What follows belongs to an exercise in optimizing a design on an open flow for small area; a production flow would make more cautious choices. No functional check of the RTL was part of any run shown here. No activity file was given, so power comes from the tool's default toggle rates.

$ cat design.v
`default_nettype none
module rapcore (
    input  wire SCK,
    input  wire CS,
    input  wire COPI,
    output wire CIPO,
    output wire CHARGEPUMP,
    input  wire [0:0] analog_cmp1,
    output wire [0:0] analog_out1,
    input  wire [0:0] analog_cmp2,
    output wire [0:0] analog_out2,
    output wire [0:0] PHASE_A1,
    output wire [0:0] PHASE_A2,
    output wire [0:0] PHASE_B1,
    output wire [0:0] PHASE_B2,
    output wire [0:0] PHASE_A1_H,
    output wire [0:0] PHASE_A2_H,
    output wire [0:0] PHASE_B1_H,
    output wire [0:0] PHASE_B2_H,
    input  wire [0:0] ENC_B,
    input  wire [0:0] ENC_A,
    output wire BUFFER_DTR,
    output wire MOVE_DONE,
    input  wire HALT,
    input  wire [0:0] STEPINPUT,
    input  wire [0:0] DIRINPUT,
    input  wire [0:0] ENINPUT,
    output wire [0:0] STEPOUTPUT,
    output wire [0:0] ENOUTPUT,
    output wire [0:0] DIROUTPUT,
    input  resetn_in,
    input  CLK
);
  reg  [7:0] rst_cnt;
  wire       rstn = &rst_cnt;
  always @(posedge CLK)
    if (!resetn_in)  rst_cnt <= 8'd0;
    else if (!rstn)  rst_cnt <= rst_cnt + 8'd1;
  reg  [1:0] copi_s;
  reg  [1:0] cs_s;
  reg  [2:0] sck_s;
  reg  [2:0] txbit;
  reg  [7:0] rx_byte;
  reg        byte_pulse;    
  wire       cs_act   = ~cs_s[1];
  wire       sck_rise = ~sck_s[2] &  sck_s[1];
  wire       sck_fall =  sck_s[2] & ~sck_s[1];
  always @(posedge CLK) begin
    sck_s <= {sck_s[1:0], SCK};
    byte_pulse <= rstn & cs_act & sck_fall & (txbit == 3'd0);
    if (!rstn) begin
      copi_s  <= 2'b0;
      rx_byte <= 8'b0;
      txbit   <= 3'd7;
    end else begin
      copi_s <= {copi_s[0], COPI};
      cs_s   <= {cs_s[0], CS};
      if (cs_act) begin
        if (sck_rise)      rx_byte <= {rx_byte[6:0], copi_s[1]};
        else if (sck_fall) txbit   <= txbit - 3'd1;
      end else
        txbit <= 3'd7;
    end
  end
  reg  [2:0]  byte_count;
  reg  [63:0] wdr;
  reg         word_pulse;     
  always @(posedge CLK) begin
    word_pulse <= rstn & byte_pulse & (&byte_count);
    if (!rstn)
      byte_count <= 3'd0;
    else if (byte_pulse)
      byte_count <= byte_count + 3'd1;
    if (byte_pulse)
      wdr <= {rx_byte, wdr[63:8]};
  end
  reg step_in_r, dir_in_r, en_in_r;
  always @(posedge CLK) begin
    step_in_r <= STEPINPUT[0];
    dir_in_r  <= DIRINPUT[0];
    en_in_r   <= ENINPUT[0];
  end
  localparam [2:0] ST_IDLE = 3'b000, ST_OTHER = 3'b001, ST_MV1 = 3'b010,
                   ST_MV2 = 3'b011, ST_MV3 = 3'b111;
  reg  [2:0]  st;
  reg  [31:0] cfg_en, cfg_brake, cfg_div;
  reg  [31:0] send;
  reg         send_ext;      
  reg         send_valid;    
  reg         wmi;           
  reg  [1:0]  stepready;
  reg  [1:0]  mdir;          
  reg  [31:0] dur0, dur1;
  reg  [63:0] inc0, inc1;
  reg  signed [31:0] enc_count, enc_vel;
  reg  [31:0] tel_pos, tel_vel;
  reg         enc_faultn, stp_faultn;
  wire [9:0]  phase_angle;
  wire [7:0]  hdr      = wdr[63:56];
  wire        st_idle  = (st == ST_IDLE);
  wire        st_cfg   = st[2] & ~(st[1] & st[0]);
  wire        st_mv1   = (st == ST_MV1);
  wire        st_mv2   = (st == ST_MV2);
  wire        st_mv3   = (st == ST_MV3);
  wire        hdr_mv   = (hdr == 8'h01);
  wire        hdr_st   = (hdr == 8'hF1);
  wire        hdr_cf   = (hdr == 8'hF2);
  wire        idx_hi0  = ~|wdr[32:8];
  wire [7:0]  il       = wdr[7:0];
  wire s_ver  = idx_hi0 & (il == 8'd0);
  wire s_info = idx_hi0 & (il == 8'd1);
  wire s_ef   = idx_hi0 & (il == 8'd2);
  wire s_sf   = idx_hi0 & (il == 8'd3);
  wire s_pos  = idx_hi0 & (il == 8'd4);
  wire s_vel  = idx_hi0 & (il == 8'd68);
  wire s_ph   = idx_hi0 & (il == 8'd132);
  wire [31:0] status_val =
      ({32{s_ver}}  & 32'h01000300) |
      ({32{s_info}} & 32'h20200101) |
      {31'b0, (s_ef & enc_faultn) | (s_sf & stp_faultn)} |
      ({32{s_pos}}  & enc_count) |
      ({32{s_vel}}  & enc_vel) |
      ({32{s_ph}}   & {22'b0, phase_angle});
  wire c_rd   = idx_hi0 & (il[7:2] == 6'd0) & ~(il[1] & il[0]);
  wire [31:0] cfg_val =
      ({32{~il[1] & ~il[0]}} & cfg_en) |
      ({32{~il[1] &  il[0]}} & cfg_brake) |
      ({32{ il[1] & ~il[0]}} & cfg_div);
  wire rd_st  = st_idle & hdr_st;
  wire rd_cf  = st_idle & hdr_cf & c_rd;
  wire [31:0] send_d =
      ({32{rd_st}}  & status_val) |
      ({32{rd_cf}}  & cfg_val) |
      ({32{st_mv1}} & tel_pos) |
      ({32{st_mv2}} & tel_vel);
  wire send_ext_d = (rd_st & ((s_pos & enc_count[31]) | (s_vel & enc_vel[31]))) |
                    (st_mv1 & tel_pos[31]) | (st_mv2 & tel_vel[31]);
  always @(posedge CLK) begin
    if (word_pulse) begin
      send     <= send_d;
      send_ext <= send_ext_d;
    end
    if (!rstn) begin
      st         <= ST_IDLE;
      send_valid <= 1'b0;
      cfg_en     <= 32'd0;
      cfg_brake  <= 32'd0;
      cfg_div    <= 32'd40;
      wmi        <= 1'b0;
      stepready  <= 2'b0;
      mdir       <= 2'b0;
    end else if (word_pulse) begin
      send_valid <= 1'b1;
      if (st_idle) begin
        if (hdr_mv) begin
          st <= ST_MV1;
          if (wmi) mdir[1] <= wdr[0]; else mdir[0] <= wdr[0];
        end else if (hdr_cf & (il <= 8'd2))
          st <= {1'b1, il[1:0]};
        else if (hdr != 8'h00)
          st <= ST_OTHER;
      end else if (st_mv1)
        st <= ST_MV2;
      else if (st_mv2)
        st <= ST_MV3;
      else begin
        st <= ST_IDLE;
        if (st_mv3) begin
          wmi <= ~wmi;
          if (wmi) stepready[1] <= ~stepready[1]; else stepready[0] <= ~stepready[0];
        end
        if (st_cfg) begin
          if (st[1:0] == 2'd0) cfg_en    <= wdr[31:0];
          if (st[1:0] == 2'd1) cfg_brake <= wdr[31:0];
          if (st[1:0] == 2'd2) cfg_div   <= wdr[31:0];
        end
      end
    end
  end
  always @(posedge CLK) begin
    if (word_pulse & st_mv1 & ~wmi) dur0 <= wdr[31:0];
    if (word_pulse & st_mv1 &  wmi) dur1 <= wdr[31:0];
    if (word_pulse & st_mv2 & ~wmi) inc0 <= wdr;
    if (word_pulse & st_mv2 &  wmi) inc1 <= wdr;
  end
  reg  moveind;
  wire dir_o = (moveind ? mdir[1] : mdir[0]) ^ dir_in_r;
  wire en_o  = cfg_en[0] | en_in_r;
  assign STEPOUTPUT = step_in_r;
  assign DIROUTPUT  = dir_o;
  assign ENOUTPUT   = en_o;
  reg  [7:0] div_acc;
  reg        tick_q, tick_rise_q;
  wire       dda_tick  = (div_acc == cfg_div[7:0]);
  wire       tick_rise = dda_tick & ~tick_q;
  always @(posedge CLK) begin
    tick_q      <= dda_tick;
    tick_rise_q <= tick_rise;
    if (!rstn)         div_acc <= 8'd0;
    else if (dda_tick) div_acc <= 8'd0;
    else               div_acc <= div_acc + 8'd1;
  end
  reg        move_done, finishedmove;
  reg  [1:0] stepfinished;
  reg  [31:0] tdc;
  wire processing = moveind ? (stepfinished[1] ^ stepready[1]) : (stepfinished[0] ^ stepready[0]);
  wire loading    =  finishedmove & processing;
  wire executing  = ~finishedmove & processing;
  wire [32:0] tz;    
  assign tz[0] = 1'b1;
  genvar h, g;
  generate
    for (h = 0; h < 32; h = h + 1) begin : g_tdc
      assign tz[h+1] = tz[h] & ~tdc[h];
    end
  endgenerate
  wire tdc_zero   = tz[32];
  wire finish     = tdc_zero & executing;
  wire dda_step   = tick_rise & executing;     
  wire dda_dec    = tick_rise_q & executing;   
  always @(posedge CLK) begin
    if (loading)      tdc <= moveind ? dur1 : dur0;
    else if (dda_dec) tdc <= tdc ^ tz[31:0];
    if (!rstn) begin
      move_done    <= 1'b0;
      finishedmove <= 1'b1;
      stepfinished <= 2'b0;
      moveind      <= 1'b0;
    end else begin
      if (loading) finishedmove <= 1'b0;
      if (finish) begin
        finishedmove <= 1'b1;
        move_done    <= ~move_done;
        moveind      <= ~moveind;
        if (moveind) stepfinished[1] <= ~stepfinished[1];
        else         stepfinished[0] <= ~stepfinished[0];
      end
    end
  end
  assign MOVE_DONE  = move_done;
  assign BUFFER_DTR = ~((stepfinished[0] ^ stepready[0]) & (stepfinished[1] ^ stepready[1]));
  wire [63:0] inc_sel = moveind ? inc1 : inc0;
  rapcore_dda dda (
    .clk(CLK), .rstn(rstn), .loading(loading), .dda_step(dda_step),
    .inc_sel(inc_sel), .phase_angle(phase_angle));
  reg  [2:0]  a_s, b_s;
  reg  [31:0] velw;
  wire step_a = a_s[1] ^ a_s[2];
  wire step_b = b_s[1] ^ b_s[2];
  wire enc_step = step_a ^ step_b;
  wire enc_dir  = a_s[1] ^ b_s[2];
  wire [31:0] velw_inc = velw + 32'd1;
  wire [32:0] ct;
  assign ct[0] = 1'b1;
  generate
    for (g = 0; g < 32; g = g + 1) begin : g_cnt
      assign ct[g+1] = ct[g] & ~(enc_count[g] ^ enc_dir);
    end
  endgenerate
  wire [31:0] count_nx = enc_count ^ ct[31:0];
  always @(posedge CLK) begin
    if (!rstn) begin
      enc_count  <= 32'd0;
      enc_vel    <= 32'd0;
      velw       <= 32'hFFFFFFFF;
      enc_faultn <= 1'b1;
      a_s        <= 3'b0;
      b_s        <= 3'b0;
    end else begin
      a_s  <= {a_s[1:0], ENC_A[0]};
      b_s  <= {b_s[1:0], ENC_B[0]};
      if (step_a & step_b) enc_faultn <= 1'b0;
      if (enc_step) begin
        enc_count <= count_nx;
        enc_vel   <= enc_dir ? velw_inc : ~velw;
        velw      <= 32'hFFFFFFFF;
      end else
        velw <= velw_inc;
    end
  end
  always @(posedge CLK)
    if (finishedmove) begin
      tel_pos <= enc_count;
      tel_vel <= enc_vel;
    end
  reg        ms_en;
  reg  [2:0] step_r;
  reg  [1:0] dir_r;
  reg  [7:0] phase_ct;
  wire [8:0] pt;
  assign pt[0] = 1'b1;
  generate
    for (g = 0; g < 8; g = g + 1) begin : g_pct
      assign pt[g+1] = pt[g] & ~(phase_ct[g] ^ dir_r[1]);
    end
  endgenerate
  always @(posedge CLK) begin
    step_r <= {step_r[1:0], step_in_r};
    dir_r  <= {dir_r[0], dir_o};
    if (!rstn) begin
      ms_en    <= 1'b0;
      phase_ct <= 8'd0;
    end else begin
      ms_en <= en_o;
      if (step_r == 3'b001)
        phase_ct <= phase_ct ^ pt[7:0];
    end
  end
  reg  [9:0] off0, off1;
  reg        run0, run1, done0, done1;
  reg  [5:0] mo0, mo1;
  wire off0_z = (off0 == 10'd0);
  wire off1_z = (off1 == 10'd0);
  wire blank0_z = (mo0 <= 6'd27);
  wire blank1_z = (mo1 <= 6'd27);
  wire start0 = analog_cmp1[0] & blank0_z & off0_z;
  wire start1 = analog_cmp2[0] & blank1_z & off1_z;
  always @(posedge CLK) begin
    if (!rstn) begin
      off0 <= 10'd0; run0 <= 1'b0; done0 <= 1'b0;
      off1 <= 10'd0; run1 <= 1'b0; done1 <= 1'b0;
      mo0 <= 6'd0; mo1 <= 6'd0;
    end else begin
      if (start0) begin off0 <= 10'd810; run0 <= 1'b1; end
      else if (!off0_z) off0 <= off0 - 10'd1;
      else if (run0) done0 <= 1'b1;
      if (start1) begin off1 <= 10'd810; run1 <= 1'b1; end
      else if (!off1_z) off1 <= off1 - 10'd1;
      else if (run1) done1 <= 1'b1;
      if (done0) mo0 <= 6'd54; else if (mo0 != 6'd0) mo0 <= mo0 - 6'd1;
      if (done1) mo1 <= 6'd54; else if (mo1 != 6'd0) mo1 <= mo1 - 6'd1;
    end
    if (done0) begin run0 <= 1'b0; done0 <= 1'b0; end
    if (done1) begin run1 <= 1'b0; done1 <= 1'b0; end
  end
  wire fault0 = ~off0_z & (mo0 != 6'd0);
  wire fault1 = ~off1_z & (mo1 != 6'd0);
  always @(posedge CLK)
    if (!rstn)          stp_faultn <= 1'b1;
    else if (stp_faultn) stp_faultn <= ms_en ? ~(fault0 | fault1) : 1'b1;
  wire s1 = phase_ct[7];
  wire s2 = ~phase_ct[7];
  wire s3 = phase_ct[7] ^ phase_ct[6];
  wire s4 = ~(phase_ct[7] ^ phase_ct[6]);
  wire fast0 = (off0 >= 10'd706);
  wire fast1 = (off1 >= 10'd706);
  wire slow0 = ~off0_z & ~fast0;
  wire slow1 = ~off1_z & ~fast1;
  wire a1_h = ~slow0 & (fast0 ^ s1);
  wire a2_h = ~slow0 & (fast0 ^ s2);
  wire b1_h = ~slow1 & (fast1 ^ s3);
  wire b2_h = ~slow1 & (fast1 ^ s4);
  wire a1_l = slow0 | ~(fast0 ^ s1);
  wire a2_l = slow0 | ~(fast0 ^ s2);
  wire b1_l = slow1 | ~(fast1 ^ s3);
  wire b2_l = slow1 | ~(fast1 ^ s4);
  assign PHASE_A1   = a1_l | ~ms_en;
  assign PHASE_A2   = a2_l | ~ms_en;
  assign PHASE_B1   = b1_l | ~ms_en;
  assign PHASE_B2   = b2_l | ~ms_en;
  assign PHASE_A1_H = a1_h & stp_faultn & ms_en;
  assign PHASE_A2_H = a2_h & stp_faultn & ms_en;
  assign PHASE_B1_H = b1_h & stp_faultn & ms_en;
  assign PHASE_B2_H = b2_h & stp_faultn & ms_en;
  reg [4:0] cp_cnt;
  reg       cp;
  always @(posedge CLK)
    if (!rstn) begin
      cp_cnt <= 5'd0; cp <= 1'b0;
    end else if (cp_cnt == 5'd20) begin
      cp_cnt <= 5'd0; cp <= ~cp;
    end else
      cp_cnt <= cp_cnt + 5'd1;
  assign CHARGEPUMP = cp;
  reg  [6:0] pos_d;
  always @(posedge CLK) pos_d <= phase_ct[6:0];
  wire [5:0] ci1 = pos_d[6] ? pos_d[5:0] : ~pos_d[5:0];
  wire [5:0] ci2 = ~ci1;
  function [6:0] cos_cnt(input [7:0] c);
    casez (c)
      8'd0: cos_cnt = 7'd64;
      8'd1: cos_cnt = 7'd64;
      8'd2: cos_cnt = 7'd64;
      8'd3: cos_cnt = 7'd64;
      8'd4: cos_cnt = 7'd64;
      8'd5: cos_cnt = 7'd64;
      8'd6: cos_cnt = 7'd64;
      8'd7: cos_cnt = 7'd63;
      8'd8: cos_cnt = 7'd63;
      8'd9: cos_cnt = 7'd63;
      8'd10: cos_cnt = 7'd63;
      8'd11: cos_cnt = 7'd63;
      8'd12: cos_cnt = 7'd63;
      8'd13: cos_cnt = 7'd63;
      8'd14: cos_cnt = 7'd62;
      8'd15: cos_cnt = 7'd62;
      8'd16: cos_cnt = 7'd62;
      8'd17: cos_cnt = 7'd62;
      8'd18: cos_cnt = 7'd62;
      8'd19: cos_cnt = 7'd62;
      8'd20: cos_cnt = 7'd61;
      8'd21: cos_cnt = 7'd61;
      8'd22: cos_cnt = 7'd61;
      8'd23: cos_cnt = 7'd61;
      8'd24: cos_cnt = 7'd61;
      8'd25: cos_cnt = 7'd61;
      8'd26: cos_cnt = 7'd60;
      8'd27: cos_cnt = 7'd60;
      8'd28: cos_cnt = 7'd60;
      8'd29: cos_cnt = 7'd60;
      8'd30: cos_cnt = 7'd60;
      8'd31: cos_cnt = 7'd60;
      8'd32: cos_cnt = 7'd59;
      8'd33: cos_cnt = 7'd59;
      8'd34: cos_cnt = 7'd59;
      8'd35: cos_cnt = 7'd59;
      8'd36: cos_cnt = 7'd59;
      8'd37: cos_cnt = 7'd59;
      8'd38: cos_cnt = 7'd58;
      8'd39: cos_cnt = 7'd58;
      8'd40: cos_cnt = 7'd58;
      8'd41: cos_cnt = 7'd58;
      8'd42: cos_cnt = 7'd58;
      8'd43: cos_cnt = 7'd58;
      8'd44: cos_cnt = 7'd58;
      8'd45: cos_cnt = 7'd57;
      8'd46: cos_cnt = 7'd57;
      8'd47: cos_cnt = 7'd57;
      8'd48: cos_cnt = 7'd57;
      8'd49: cos_cnt = 7'd57;
      8'd50: cos_cnt = 7'd57;
      8'd51: cos_cnt = 7'd56;
      8'd52: cos_cnt = 7'd56;
      8'd53: cos_cnt = 7'd56;
      8'd54: cos_cnt = 7'd56;
      8'd55: cos_cnt = 7'd56;
      8'd56: cos_cnt = 7'd56;
      8'd57: cos_cnt = 7'd55;
      8'd58: cos_cnt = 7'd55;
      8'd59: cos_cnt = 7'd55;
      8'd60: cos_cnt = 7'd55;
      8'd61: cos_cnt = 7'd55;
      8'd62: cos_cnt = 7'd55;
      8'd63: cos_cnt = 7'd54;
      8'd64: cos_cnt = 7'd54;
      8'd65: cos_cnt = 7'd54;
      8'd66: cos_cnt = 7'd54;
      8'd67: cos_cnt = 7'd54;
      8'd68: cos_cnt = 7'd54;
      8'd69: cos_cnt = 7'd53;
      8'd70: cos_cnt = 7'd53;
      8'd71: cos_cnt = 7'd53;
      8'd72: cos_cnt = 7'd53;
      8'd73: cos_cnt = 7'd53;
      8'd74: cos_cnt = 7'd53;
      8'd75: cos_cnt = 7'd52;
      8'd76: cos_cnt = 7'd52;
      8'd77: cos_cnt = 7'd52;
      8'd78: cos_cnt = 7'd52;
      8'd79: cos_cnt = 7'd52;
      8'd80: cos_cnt = 7'd52;
      8'd81: cos_cnt = 7'd51;
      8'd82: cos_cnt = 7'd51;
      8'd83: cos_cnt = 7'd51;
      8'd84: cos_cnt = 7'd51;
      8'd85: cos_cnt = 7'd51;
      8'd86: cos_cnt = 7'd51;
      8'd87: cos_cnt = 7'd50;
      8'd88: cos_cnt = 7'd50;
      8'd89: cos_cnt = 7'd50;
      8'd90: cos_cnt = 7'd50;
      8'd91: cos_cnt = 7'd50;
      8'd92: cos_cnt = 7'd50;
      8'd93: cos_cnt = 7'd49;
      8'd94: cos_cnt = 7'd49;
      8'd95: cos_cnt = 7'd49;
      8'd96: cos_cnt = 7'd49;
      8'd97: cos_cnt = 7'd49;
      8'd98: cos_cnt = 7'd49;
      8'd99: cos_cnt = 7'd48;
      8'd100: cos_cnt = 7'd48;
      8'd101: cos_cnt = 7'd48;
      8'd102: cos_cnt = 7'd48;
      8'd103: cos_cnt = 7'd48;
      8'd104: cos_cnt = 7'd47;
      8'd105: cos_cnt = 7'd47;
      8'd106: cos_cnt = 7'd47;
      8'd107: cos_cnt = 7'd47;
      8'd108: cos_cnt = 7'd47;
      8'd109: cos_cnt = 7'd47;
      8'd110: cos_cnt = 7'd46;
      8'd111: cos_cnt = 7'd46;
      8'd112: cos_cnt = 7'd46;
      8'd113: cos_cnt = 7'd46;
      8'd114: cos_cnt = 7'd46;
      8'd115: cos_cnt = 7'd46;
      8'd116: cos_cnt = 7'd45;
      8'd117: cos_cnt = 7'd45;
      8'd118: cos_cnt = 7'd45;
      8'd119: cos_cnt = 7'd45;
      8'd120: cos_cnt = 7'd45;
      8'd121: cos_cnt = 7'd44;
      8'd122: cos_cnt = 7'd44;
      8'd123: cos_cnt = 7'd44;
      8'd124: cos_cnt = 7'd44;
      8'd125: cos_cnt = 7'd44;
      8'd126: cos_cnt = 7'd44;
      8'd127: cos_cnt = 7'd43;
      8'd128: cos_cnt = 7'd43;
      8'd129: cos_cnt = 7'd43;
      8'd130: cos_cnt = 7'd43;
      8'd131: cos_cnt = 7'd43;
      8'd132: cos_cnt = 7'd42;
      8'd133: cos_cnt = 7'd42;
      8'd134: cos_cnt = 7'd42;
      8'd135: cos_cnt = 7'd42;
      8'd136: cos_cnt = 7'd42;
      8'd137: cos_cnt = 7'd41;
      8'd138: cos_cnt = 7'd41;
      8'd139: cos_cnt = 7'd41;
      8'd140: cos_cnt = 7'd41;
      8'd141: cos_cnt = 7'd41;
      8'd142: cos_cnt = 7'd41;
      8'd143: cos_cnt = 7'd40;
      8'd144: cos_cnt = 7'd40;
      8'd145: cos_cnt = 7'd40;
      8'd146: cos_cnt = 7'd40;
      8'd147: cos_cnt = 7'd40;
      8'd148: cos_cnt = 7'd39;
      8'd149: cos_cnt = 7'd39;
      8'd150: cos_cnt = 7'd39;
      8'd151: cos_cnt = 7'd39;
      8'd152: cos_cnt = 7'd39;
      8'd153: cos_cnt = 7'd38;
      8'd154: cos_cnt = 7'd38;
      8'd155: cos_cnt = 7'd38;
      8'd156: cos_cnt = 7'd38;
      8'd157: cos_cnt = 7'd38;
      8'd158: cos_cnt = 7'd37;
      8'd159: cos_cnt = 7'd37;
      8'd160: cos_cnt = 7'd37;
      8'd161: cos_cnt = 7'd37;
      8'd162: cos_cnt = 7'd37;
      8'd163: cos_cnt = 7'd36;
      8'd164: cos_cnt = 7'd36;
      8'd165: cos_cnt = 7'd36;
      8'd166: cos_cnt = 7'd36;
      8'd167: cos_cnt = 7'd36;
      8'd168: cos_cnt = 7'd35;
      8'd169: cos_cnt = 7'd35;
      8'd170: cos_cnt = 7'd35;
      8'd171: cos_cnt = 7'd35;
      8'd172: cos_cnt = 7'd34;
      8'd173: cos_cnt = 7'd34;
      8'd174: cos_cnt = 7'd34;
      8'd175: cos_cnt = 7'd34;
      8'd176: cos_cnt = 7'd34;
      8'd177: cos_cnt = 7'd33;
      8'd178: cos_cnt = 7'd33;
      8'd179: cos_cnt = 7'd33;
      8'd180: cos_cnt = 7'd33;
      8'd181: cos_cnt = 7'd32;
      8'd182: cos_cnt = 7'd32;
      8'd183: cos_cnt = 7'd32;
      8'd184: cos_cnt = 7'd32;
      8'd185: cos_cnt = 7'd32;
      8'd186: cos_cnt = 7'd31;
      8'd187: cos_cnt = 7'd31;
      8'd188: cos_cnt = 7'd31;
      8'd189: cos_cnt = 7'd31;
      8'd190: cos_cnt = 7'd30;
      8'd191: cos_cnt = 7'd30;
      8'd192: cos_cnt = 7'd30;
      8'd193: cos_cnt = 7'd30;
      8'd194: cos_cnt = 7'd29;
      8'd195: cos_cnt = 7'd29;
      8'd196: cos_cnt = 7'd29;
      8'd197: cos_cnt = 7'd29;
      8'd198: cos_cnt = 7'd28;
      8'd199: cos_cnt = 7'd28;
      8'd200: cos_cnt = 7'd28;
      8'd201: cos_cnt = 7'd28;
      8'd202: cos_cnt = 7'd27;
      8'd203: cos_cnt = 7'd27;
      8'd204: cos_cnt = 7'd27;
      8'd205: cos_cnt = 7'd27;
      8'd206: cos_cnt = 7'd26;
      8'd207: cos_cnt = 7'd26;
      8'd208: cos_cnt = 7'd26;
      8'd209: cos_cnt = 7'd25;
      8'd210: cos_cnt = 7'd25;
      8'd211: cos_cnt = 7'd25;
      8'd212: cos_cnt = 7'd25;
      8'd213: cos_cnt = 7'd24;
      8'd214: cos_cnt = 7'd24;
      8'd215: cos_cnt = 7'd24;
      8'd216: cos_cnt = 7'd23;
      8'd217: cos_cnt = 7'd23;
      8'd218: cos_cnt = 7'd23;
      8'd219: cos_cnt = 7'd23;
      8'd220: cos_cnt = 7'd22;
      8'd221: cos_cnt = 7'd22;
      8'd222: cos_cnt = 7'd22;
      8'd223: cos_cnt = 7'd21;
      8'd224: cos_cnt = 7'd21;
      8'd225: cos_cnt = 7'd21;
      8'd226: cos_cnt = 7'd20;
      8'd227: cos_cnt = 7'd20;
      8'd228: cos_cnt = 7'd20;
      8'd229: cos_cnt = 7'd19;
      8'd230: cos_cnt = 7'd19;
      8'd231: cos_cnt = 7'd19;
      8'd232: cos_cnt = 7'd18;
      8'd233: cos_cnt = 7'd18;
      8'd234: cos_cnt = 7'd17;
      8'd235: cos_cnt = 7'd17;
      8'd236: cos_cnt = 7'd17;
      8'd237: cos_cnt = 7'd16;
      8'd238: cos_cnt = 7'd16;
      8'd239: cos_cnt = 7'd15;
      8'd240: cos_cnt = 7'd15;
      8'd241: cos_cnt = 7'd14;
      8'd242: cos_cnt = 7'd14;
      8'd243: cos_cnt = 7'd13;
      8'd244: cos_cnt = 7'd13;
      8'd245: cos_cnt = 7'd12;
      8'd246: cos_cnt = 7'd12;
      8'd247: cos_cnt = 7'd11;
      8'd248: cos_cnt = 7'd10;
      8'd249: cos_cnt = 7'd10;
      8'd250: cos_cnt = 7'd9;
      8'd251: cos_cnt = 7'd8;
      8'd252: cos_cnt = 7'd7;
      8'd253: cos_cnt = 7'd6;
      8'd254: cos_cnt = 7'd5;
      8'd255: cos_cnt = 7'd3;
      default: cos_cnt = 7'd0;
    endcase
  endfunction
  reg [10:0] pwm_ctr;
  always @(posedge CLK)
    if (!en_o)                    pwm_ctr <= 11'd0;
    else if (pwm_ctr <= 11'd1024) pwm_ctr <= pwm_ctr + 11'd1;
    else                          pwm_ctr <= 11'd0;
  wire [6:0] kc   = cos_cnt(pwm_ctr[7:0]);
  wire       pw_lo = en_o & (pwm_ctr[10:8] == 3'd0);
  assign analog_out1 = pw_lo & ({1'b0, ci1} < kc);
  assign analog_out2 = pw_lo & ({1'b0, ci2} < kc);
  wire [4:0] bsel = {byte_count[1:0], txbit};
  wire tx_bit = byte_count[2] ? send_ext : send[bsel];
  assign CIPO = cs_act & send_valid & tx_bit;
endmodule
module rapcore_dda (
    input  wire        clk,
    input  wire        rstn,
    input  wire        loading,
    input  wire        dda_step,
    input  wire [63:0] inc_sel,
    output wire [9:0]  phase_angle
);
  reg  [63:0] incr;
  reg  [3:1]  ic;
  reg  [72:0] acc;
  reg  [3:1]  ac;
  wire        i_en = dda_step | loading;
  wire [63:0] i_a  = incr & {64{~loading}};
  wire [63:0] i_b  = inc_sel & {64{i_en}};
  wire [63:0] i_s;
  wire [4:0]  i_cin;    
  wire [4:1]  i_cout;   
  wire [3:0]  i_ones;   
  assign i_cin[0] = 1'b0;
  wire [72:0] incr_x = {{9{incr[63]}}, incr};
  wire [72:0] acc_s;
  wire [3:0]  a_cin;
  wire [4:1]  a_cout;
  assign a_cin[0] = 1'b0;
  genvar g, j;
  generate
    for (j = 0; j < 4; j = j + 1) begin : g_iblk
      wire [16:0] c;
      assign c[0] = i_cin[j];
      for (g = 0; g < 16; g = g + 1) begin : g_bit
        wire x = i_a[16*j+g], y = i_b[16*j+g];
        assign i_s[16*j+g] = x ^ y ^ c[g];
        assign c[g+1] = (x & y) | (c[g] & (x ^ y));
      end
      assign i_cout[j+1] = c[16];
      assign i_ones[j] = &incr[16*j+15:16*j];
      if (j > 0) begin : g_cin
        assign i_cin[j] = ~loading & (ic[j] | (i_cin[j-1] & i_ones[j-1]));
      end
    end
    for (j = 0; j < 4; j = j + 1) begin : g_ablk
      localparam integer LO = 18 * j;
      localparam integer W  = (j == 3) ? 19 : 18;
      wire [W:0] c;
      assign c[0] = a_cin[j];
      for (g = 0; g < W; g = g + 1) begin : g_bit
        wire x = acc[LO+g], y = incr_x[LO+g];
        assign acc_s[LO+g] = x ^ y ^ c[g];
        assign c[g+1] = (x & y) | (c[g] & (x ^ y));
      end
      assign a_cout[j+1] = c[W];
      if (j > 0) begin : g_cin
        assign a_cin[j] = ac[j];
      end
    end
  endgenerate
  always @(posedge clk) begin
    if (i_en) incr[15:0] <= i_s[15:0];
    incr[63:16] <= i_s[63:16];
    ic <= {3{dda_step}} & i_cout[3:1];
    if (!rstn) begin
      acc <= 73'd0;
      ac  <= 3'd0;
    end else if (dda_step) begin
      acc <= acc_s;
      ac  <= a_cout[3:1];
    end
  end
  wire ph_k1 = ac[1] & (&acc[35:18]);
  wire ph_k2 = (ac[2] | ph_k1) & (&acc[53:37]) & (acc[36] | (ac[2] & ph_k1));
  wire ph_k3 = (ac[3] | ph_k2) & (&acc[62:55]) & (acc[54] | (ac[3] & ph_k2));
  assign phase_angle = acc[72:63] + {9'd0, ph_k3};
endmodule
$ cat run.sh
#!/bin/bash
# synth_recipe.tcl (not shown) runs the flow's synth.tcl, then flattens the netlist and writes it again
# the make line also repeats each setting of config.mk as NAME=value (left out here)
make -C /OpenROAD-flow-scripts/flow DESIGN_CONFIG=/design/flow/config.mk WORK_HOME=/design/flow/orfs CLKGATE_MAP_FILE= SYNTH_SCRIPT=/design/flow/synth_recipe.tcl finish
$ cat config.mk
export PLATFORM = sky130hd
export DESIGN_NAME = rapcore
export DESIGN_NICKNAME = rapcore
export VERILOG_FILES = /design/flow/design.v
export SDC_FILE = /design/flow/constraint.sdc
export NUM_CORES = 4
export LEC_CHECK = 0
export CAP_MARGIN = 20
export CORE_MARGIN = 2
export CORE_UTILIZATION = 65
export SLEW_MARGIN = 20
$ cat constraint.sdc
create_clock -name core_clock -period 10.0 [get_ports {CLK}]
set_input_delay 2.0000 -clock core_clock [delete_from_list [all_inputs] [get_ports {CLK}]]
set_output_delay 2.0000 -clock core_clock [all_outputs]
set_load 0.01 [all_outputs]
==> summary.txt, run 1 <==
- Of the total synthesized cell area, the portion taken by XOR and XNOR cells is 0.0402.
- The startpoint identified for the worst register-to-register timing path is dda.acc[54].
- Insertion delay to the later sink of the worst-skew pair: 0.64 ns
- Post-synth EDFFs: 403
* Highest ir drop seen on vdd: 133 uV
* Simple-gate portion of the synthesized area: 0.141
* H-tree Lvls: 3
* Share of flip-flops with an asynchronous set or reset after synthesis: 0
* RSZ-0062 raised after global routing: no
* Cts bufs inserted: 88
- Launching element type of the critical path: flip-flop
* Buffering stage count on the worst path with inverters included: 2
* Post-Route Utilization: 0.726
- For this configuration, the core starts out at a cell density of 0.659.
- Cell taking the most area after synthesis: edfxtp_1
- Number of hold violations in the final report: 0
- The worst path needs 9.16 ns of the cycle, external delays included.
* Global route overflow: 0
* Number of gates resized after CTS: 0
- Proportion of synthesized area in mux cells: 0.0449
* Die Ht: 249 um
- Worst path slowest cell: fa_1
- Switching power total: about 1400 uW
* Clock power frac: 0.479
* Per-cell routed wire length: 19.3 um
- Buffers added on ports: 28
- Layout cell share with drive strength beyond 1: 0.0682
- The commonest cells after synthesis are nand2_1, dfxtp_1, edfxtp_1, a21oi_1, nor2_1.
- The count of nets left with antenna violations once routing finished came out at 0.
- The number of setup buffers added after CTS is 0.
- The die covers 62000 um2.
* Min-delay src: sck_s[0]
- Broken down by cell family, the worst path's largest delay share belongs to adder cells.
* Post-CTS Hold Fix Bufs: 0
- Type of element capturing the critical path: flip-flop
- The first routing iteration left 1841 violations.
- The final layout contains routed wiring with a total length of 84800 um.
* Via count of the first global-routing pass: 26100
* Cell count along the critical path: 24
- Max Clock Freq: around 110 MHz
- The count of pins over their slew limit came to 0.
* CTS sink count: ~870
* Core footprint: 59100 um2
* Combined area of all synthesized cells: 39000 um2
- The net count of the finished layout is 3771.
- Largest cells by area after synthesis: edfxtp_1, dfxtp_1, fa_1, nand2_1, a21oi_1
* Post-layout instance count excluding filler cells: 4395
- Summing over every cut layer, the via total after detailed routing is about 26000.
- Of the total synthesized cell area, the portion taken by full adders, half adders and majority gates is 0.0927.
- After routing, the total negative slack on setup checks comes to 0 ns.
* Area fraction of the dominant cell type after synthesis: 0.310
* CTS tree: built
* Dpl cells: around 4200
- Filler instances: roughly 4000
* Floorplan row count: 89
- Final critical-path share of the clock period: 0.916
- Detailed Place HPWL: 54900 um
- The worst hold path was traced through 0 stages.
- Sequential cell area: 21400 um2
* Synth unique cells: 85
- Using the TritonRoute via totals, the vias-per-cell ratio works out to 5.98.
* Mean instance size in the synthesized netlist: 10.8 um2
* Post-place setup slack: slightly above 0.8 ns
* Minimum setup slack in the final design: 0.839 ns
- Drt drc: 0
- Summing all multi-input logic gate instances after layout gives 16400 um2.
- For this run, the slowest stage of the critical path takes around 0.48 ns.
* Cell internal power dissipation: slightly below 6000 uW
- Net count of the mapped netlist: approximately 3800
* Worst-case clock skew: about 0.025 ns
- In this design, the critical path's most frequently occurring cell is fa_1.
* Width of the chip: ~250 um
- CTS max path bufs: 3
- For this run, the total global-route usage over all layers was measured as 0.277.
- Power spread over the standard cell area amounts to 168 nW/um2.
* Most common flop cell mapped by yosys: dfxtp_1
- Of the total power, the share spent switching nets is 0.196.
* CP cell instances: inv_1 -> fa_1 -> inv_1 -> fa_1 -> fa_1 -> fa_1 -> fa_1 -> fa_1 -> fa_1 -> fa_1 -> fa_1 -> fa_1 -> fa_1 -> fa_1 -> fa_1 -> fa_1 -> fa_1 -> fa_1 -> fa_1 -> fa_1 -> xor2_1 -> nand2_1 -> xor2_1 -> nor2_1
- The tool flagged a number of max-cap violations equal to 0.
- Number of inserted diodes: 0
- Synthesis produced a netlist whose cell count is 3596.
- Post-synthesis sequential area ratio: 0.549
- Peak fanout along the critical path: 4
* IO Pins: 30
* Part of the power in combinational logic: 0.009
* Compound-gate portion of the synthesized area: 0.0995
* Drt first pass iters: 6
* Most numerous cell in the Yosys netlist: nand2_1
- By startpoint and endpoint, the worst setup path is classified as flip-flop to flip-flop.
- The initial antenna violation count came to 0.
- Data required time at the worst endpoint: roughly 10 ns
- Run status: timing/DRC/antenna clean
- Largest net degree at the start of global routing: 96
- Layout area overhead: 10.1%
- Number of synthesized register bits: 867
- The number of cells on the worst reg-to-reg path is 24.
- Global-route wire length before repair: 137000 um
* Number of failing setup endpoints in the final timing report: 0
* Measured slew at the worst slew-check pin: 1.13 ns
- Pleak: between 0.01 and 0.015 uW
- Path category of the worst min-delay check: flip-flop to flip-flop
- Critical path launch point: dda.acc[54]
* Placer's final routability congestion estimate: around 0.9
- Main combinational cell family by area after synthesis: simple AND/OR/NAND/NOR gates
- The worst pin sits at a relative slew slack of 0.246.
- Part of the total power dissipated in sequential elements: 0.512
- Syn. warnings: 2
- Clock-pin slew on the worst setup and hold paths: about 0.06 ns
- Arrival time of data at the critical path endpoint: 9.64 ns
- The tree is rooted in a clkbuf_16.
## power by group through the flow
stage	Combinational, uW	Sequential, uW	Clock [uW]
after floorplan	48.5	3760	0
after global placement	64.9	3760	0
after detailed placement	66.4	3760	0
after CTS	66.7	3690	3510
after global routing	73.4	3690	3660
final	67.5	3690	3450
## final cells by class
| cell class | instances | area share |
|---|---|---|
| Inverter | 135 | 0.0118 |
| Tap cell | 773 | 0.0225 |
| Multi-Input combinational cell | 2385 | 0.382 |
| Clock inverter | 49 | 0.0142 |
| Sequential cell | 867 | 0.498 |
| Clock buffer | 114 | 0.0569 |
| Timing Repair Buffer | 72 | 0.0142 |
## cells by family after synthesis
kind of cell	Yosys count
simple gates	1192
xor+xnor	179
mux	160
buf+inv	344
flops	867
fa+ha+maj	209
compound gates	645
## per-layer routing
| layer | GRT usage | routed length (um) | up-vias | part of all wire |
|---|---|---|---|---|
| met5 | 0 | 0 | - | 0 |
| met1 | 0.365 | 35900 | 12900 | 0.42 |
| met2 | 0.469 | 41300 | 790 | 0.49 |
| met4 | 0.106 | 2710 | 0 | 0.032 |
| li1 | - | - | 12500 | - |
| met3 | 0.0403 | 4920 | 168 | 0.058 |
## path summary, 6_finish.rpt
kind / endpoint / slack [ns]
worst max register to register: dda.acc[72] / 0.84
worst min register to register: sck_s[1] / 0.33
worst max-delay path: dda.acc[72] / 0.84
worst min-delay path: sck_s[1] / 0.33
## metrics by stage
step	power [uW]	hold slack [ns]	cell area (um2)
after floorplan	3810	0.310	39000
after global placement	3830	0.312	39900
after detailed placement	3830	0.312	39900
after CTS	7260	0.327	42900
after global routing	7420	0.332	42900
final	7210	0.326	42900
## sequential cells by signal, indices dropped and copies added, names as in the netlist, 64 cells and up
signal,count
inc0,64
dda.incr,64
inc1,64
wdr,64
dda.acc,73
## cells in the final DEF (no fill, tap or decap), types with 7 or more instances in the layout
cell and count:
nor4_1 25, clkdlybuf4s50_1 28, dfxtp_1 460, clkbuf_16 92, nand2_1 506, a211oi_1 57, a21oi_1 303, ha_1 75
a222oi_1 7, edfxtp_1 403, o211ai_1 7, or3_1 35, buf_4 44, a31oi_1 12, nand3b_1 12, a221oi_1 9
o21ai_0 135, inv_1 133, or4_1 7, a22o_1 33, and2_1 62, and3_1 28, nor3_1 40, mux2_2 16
bufinv_16 14, mux4_2 10, clkinv_1 13, nand4_1 44, clkinv_2 14, clkbuf_1 16, xor2_1 91, nor2_1 279
xnor2_1 86, nand3_1 58, nor2b_1 41, mux2i_1 133, a22oi_1 23, fa_1 133
==> run 2: changes to the inputs <==
--- a/config.mk
+++ b/config.mk
@@ -10,2 +10,4 @@
 export CORE_UTILIZATION = 65
+export CTS_BUF_LIST = sky130_fd_sc_hd__clkbuf_8
+export CTS_CLUSTER_SIZE = 25
 export SLEW_MARGIN = 20
==> run 2 against run 1 <==
Clock power fell by 16%. Global-route usage rose by 0.11 points. Cell area fell by 0.83%. Routed wire length fell by 0.24%. Non-clock buffer count did not move. Via count rose by 0.89%. Final cell count rose by 2.2%. Utilization fell by 0.61 points. Flip-flop and latch count did not move.
==> summary.txt, run 2 <==
* CTS sink count: 867
- The initial antenna violation count is 1.
- Die Ht: 249 um
* Total cell area at the placement stage: 39900 um2
* Cts bufs inserted: around 140
* Worst-case clock skew: 0.0234 ns
- Traced cell by cell, the critical path runs through inv_1 -> fa_1 -> inv_1 -> fa_1 -> fa_1 -> fa_1 -> fa_1 -> fa_1 -> fa_1 -> fa_1 -> fa_1 -> fa_1 -> fa_1 -> fa_1 -> fa_1 -> fa_1 -> fa_1 -> fa_1 -> fa_1 -> fa_1 -> xor2_1 -> nand2_1 -> xor2_1 -> nor2_1.
- Combined global-route utilization of all metal layers: 0.278
- Global route overflow: 0
- The library cell used most frequently in the layout, excluding fill and tap cells, is nand2_1.
* Top reg by flops: dda.acc
* Run status: timing/DRC/antenna clean
* Cell count after synthesis: 3596
- For this run, the top clock speed supported by timing is 110 MHz.
* Peak fanout along the critical path: 4
- The count of buffers added on input and output ports is 28.
* Crit Path Class: flip-flop to flip-flop
- At the later pin of the worst-skew pair, clock insertion delay measures 0.78 ns.
* Post-CTS Hold Fix Bufs: 0
* Post-synthesis sequential area ratio: 0.549
* Starting density of the core: 0.659
- Area fraction of the dominant cell type after synthesis: 0.310
* Fin nets: 3824
* Pins over their slew limit: 0
* CTS max path bufs: 3
- Detailed Place HPWL: 54900 um
- The slowest stage of the critical path belongs to the cell fa_1.
- The startpoint identified for the worst hold timing path is sck_s[0].
- The pre-antenna-repair detailed-routing pass consisted of 7 iterations.
- At the pin with the least slew margin, the transition time is approximately 1.1 ns.
* Width of the chip: 249 um
* Floorplan row count: 89
- After filler insertion, the fill cell instance count of the layout stands at between 4000 and 5000.
- Post-route cell area: 42600 um2
- Number of synthesized register bits: 867
- Ranked by total cell area, the synthesized netlist is headed by edfxtp_1, dfxtp_1, fa_1, nand2_1, a21oi_1.
- Path category of the worst min-delay check: flip-flop to flip-flop
- End point of the most critical hold path: sck_s[1]
- The worst path meets setup with 0.878 ns of slack.
- CTS placed an instance of clkbuf_8 at the clock tree root.
- Slack of the worst reg-to-reg path: approximately 0.88 ns
- Number of gates resized after CTS: 0
- The H-tree generated during clock tree synthesis spans 4 levels.
* Number of post-CTS setup repair buffers: 0
- Library cell appearing most often on the critical path: fa_1
* Post-place setup slack: a little over 0.8 ns
* Routed vias/inst: 5.90
- RSZ-0062 raised after global routing: no
- Most numerous cell in the Yosys netlist: nand2_1
- Cell taking the most area after synthesis: edfxtp_1
- Clock-pin slew on the worst setup and hold paths: 0.06 ns
- Most common flop cell mapped by yosys: dfxtp_1
- The die covers 62000 um2.
* Placer's final routability congestion estimate: 0.885
* Launching element type of the critical path: flip-flop
- 30 I/O pins were placed.
- Dpl cells: about 4200
* CTS tree: built
- Data required time at the worst endpoint: 10.62 ns
- Per-cell routed wire length: 18.8 um
- Depth of the most critical reg-to-reg path: 24
- Worst path max stage delay: 0.48 ns
- Number of hold violations in the final report: 0
- In the layout the commonest cells are nand2_1, dfxtp_1, edfxtp_1.
* Post-synth EDFFs: 403
* Hold Path Depth: 0
* Net count of the mapped netlist: 3818
- Global-route wire length before repair: between 100000 and 150000 um
- Ranked by instance count, the synthesized netlist is headed by nand2_1, dfxtp_1, edfxtp_1, a21oi_1, nor2_1.
- Tightest slew margin relative to the limit: 0.259
* Max cap viols: 0
* Via count of the first global-routing pass: 26500
- Final critical-path share of the clock period: 0.912
* Flip-flop count of the largest register after layout: 73
- The worst setup path is captured at a flip-flop.
- Post-layout power: between 6000 and 7000 uW
- Setup TNS Final: 0 ns
- Syn. warnings: 2
- Setup violations remaining at the end of the flow were counted as 0.
- Mean instance size in the synthesized netlist: 10.8 um2
* Layout area overhead: 9.20%
- Pleak: 0.0144 uW
* Core footprint: just under 60000 um2
* Violation count after the first detailed-route iteration: 1921
- Drt drc: 0
- For this block, the via count after detailed routing is 26500.
- Once detail routing completed, the nets flagged for antenna violations numbered 0.
- Worst reg2reg path endpoint: dda.acc[72]
* Largest net degree at the start of global routing: 96
* Total wire length: around 85000 um
- Power Dens Cells: 157 nW/um2
- Final critical-path required period: 9.12 ns
- Layout cell share with drive strength beyond 1: 0.0788
* Arrival time of data at the critical path endpoint: 9.75 ns
- In this run the critical register-to-register path is launched from dda.acc[54].
* Post-layout instance count excluding filler cells: between 4000 and 5000
* Highest ir drop seen on vdd: 123 uV
* Combined area of all synthesized cells: 39000 um2
- Yosys mapped the design onto 85 distinct sky130hd cell types.
- Share of flip-flops with an asynchronous set or reset after synthesis: 0
==> run 2: worst max-delay path by stage <==
stage	from	to	slack (ns)
floorplan	finishedmove	dda.incr[31]	0.82
global placement	dda.acc[54]	dda.acc[72]	0.92
detailed placement	dda.acc[54]	dda.acc[72]	0.82
CTS	dda.acc[54]	dda.acc[72]	0.80
global route	dda.acc[54]	dda.acc[72]	0.41
finish	dda.acc[54]	dda.acc[72]	0.88
==> run 2: logic make-up after synthesis <==
group           share of synthesized area
simple gates                        0.141
flops                               0.549
compound gates                     0.0995
buf+inv                            0.0336
fa+ha+maj                          0.0927
xor+xnor                           0.0402
mux                                0.0449
==> run 2: final cells by class <==
class	instances	area [um2]	share of cell area
flip-flops and latches	867	21400	0.503
well taps	773	967	0.0227
repair buffers	72	611	0.0143
multi-input cells	2385	16400	0.385
clock buffers	157	2160	0.0507
inverters	135	507	0.0119
diodes	2	5.00	0.000118
clock inverters	101	531	0.0125
==> run 2: routing by layer <==
metal | global-route usage | share of wire
met1 | 0.364 | 0.42
met2 | 0.467 | 0.49
met3 | 0.0472 | 0.059
met4 | 0.110 | 0.029
met5 | 0 | 0
==> run 2: metrics by stage <==
step / hold WS, ns / util
6_report: 0.324 / 0.720
5_1_grt: 0.331 / 0.720
4_1_cts: 0.325 / 0.720
3_5_place_dp: 0.312 / 0.675
3_3_place_gp: 0.312 / 0.675
2_1_floorplan: 0.310 / -
==> run 2: worst max-delay path, delay by kind of cell (launching register included) <==
family / cells / cell delay, ns
and+or+nand+nor: 2 / 0.17
xor gates and xnor gates: 2 / 0.33
buffers and inverters: 2 / 0.13
DFF: 1 / 0.34
adders and majority gates: 18 / 8.01
==> run 2: report_power, final <==
group          internal (uW)  total (uW)  switching (uW)
Clock                   1520        2910            1390
Combinational           27.4        67.6            40.2
Sequential              3680        3690            6.07
Total                   5240        6670            1430

-- afterwards: timing with drivers on the ports --
How much do the figures lean on ideal ports? The routed layouts below were timed once more, with nothing changed but the port constraints. Step 1 (the two cells are an assumption about what drives the block):
set clk [get_ports {CLK}]
set_driving_cell -lib_cell sky130_fd_sc_hd__clkbuf_16 $clk
set_driving_cell -lib_cell sky130_fd_sc_hd__buf_2 [delete_from_list [all_inputs] $clk]
Step 2, shift: input delay + t, output delay - t, t = (earliest + latest rising clock arrival at the registers) / 2. This alone moves slack from input paths to output paths. Three values: ideal ports, drivers, drivers and shift; two values: the first two.
| run | shift t [ns] | setup WS [ns] | latest minus earliest clock arrival (ns) | slew at the worst register clock pin (ns) | worst data-port slew with drivers (ns) |
|---|---|---|---|---|---|
| run 1 | 0.693 | 0.839 / 0.839 / 0.839 | 0.028 / 0.027 | 0.06 / 0.06 | 0.06 |
| run 2 | 0.833 | 0.878 / 0.878 / 0.878 | 0.027 / 0.027 | 0.06 / 0.06 | 0.06 |
After both steps every run listed still meets setup and hold.
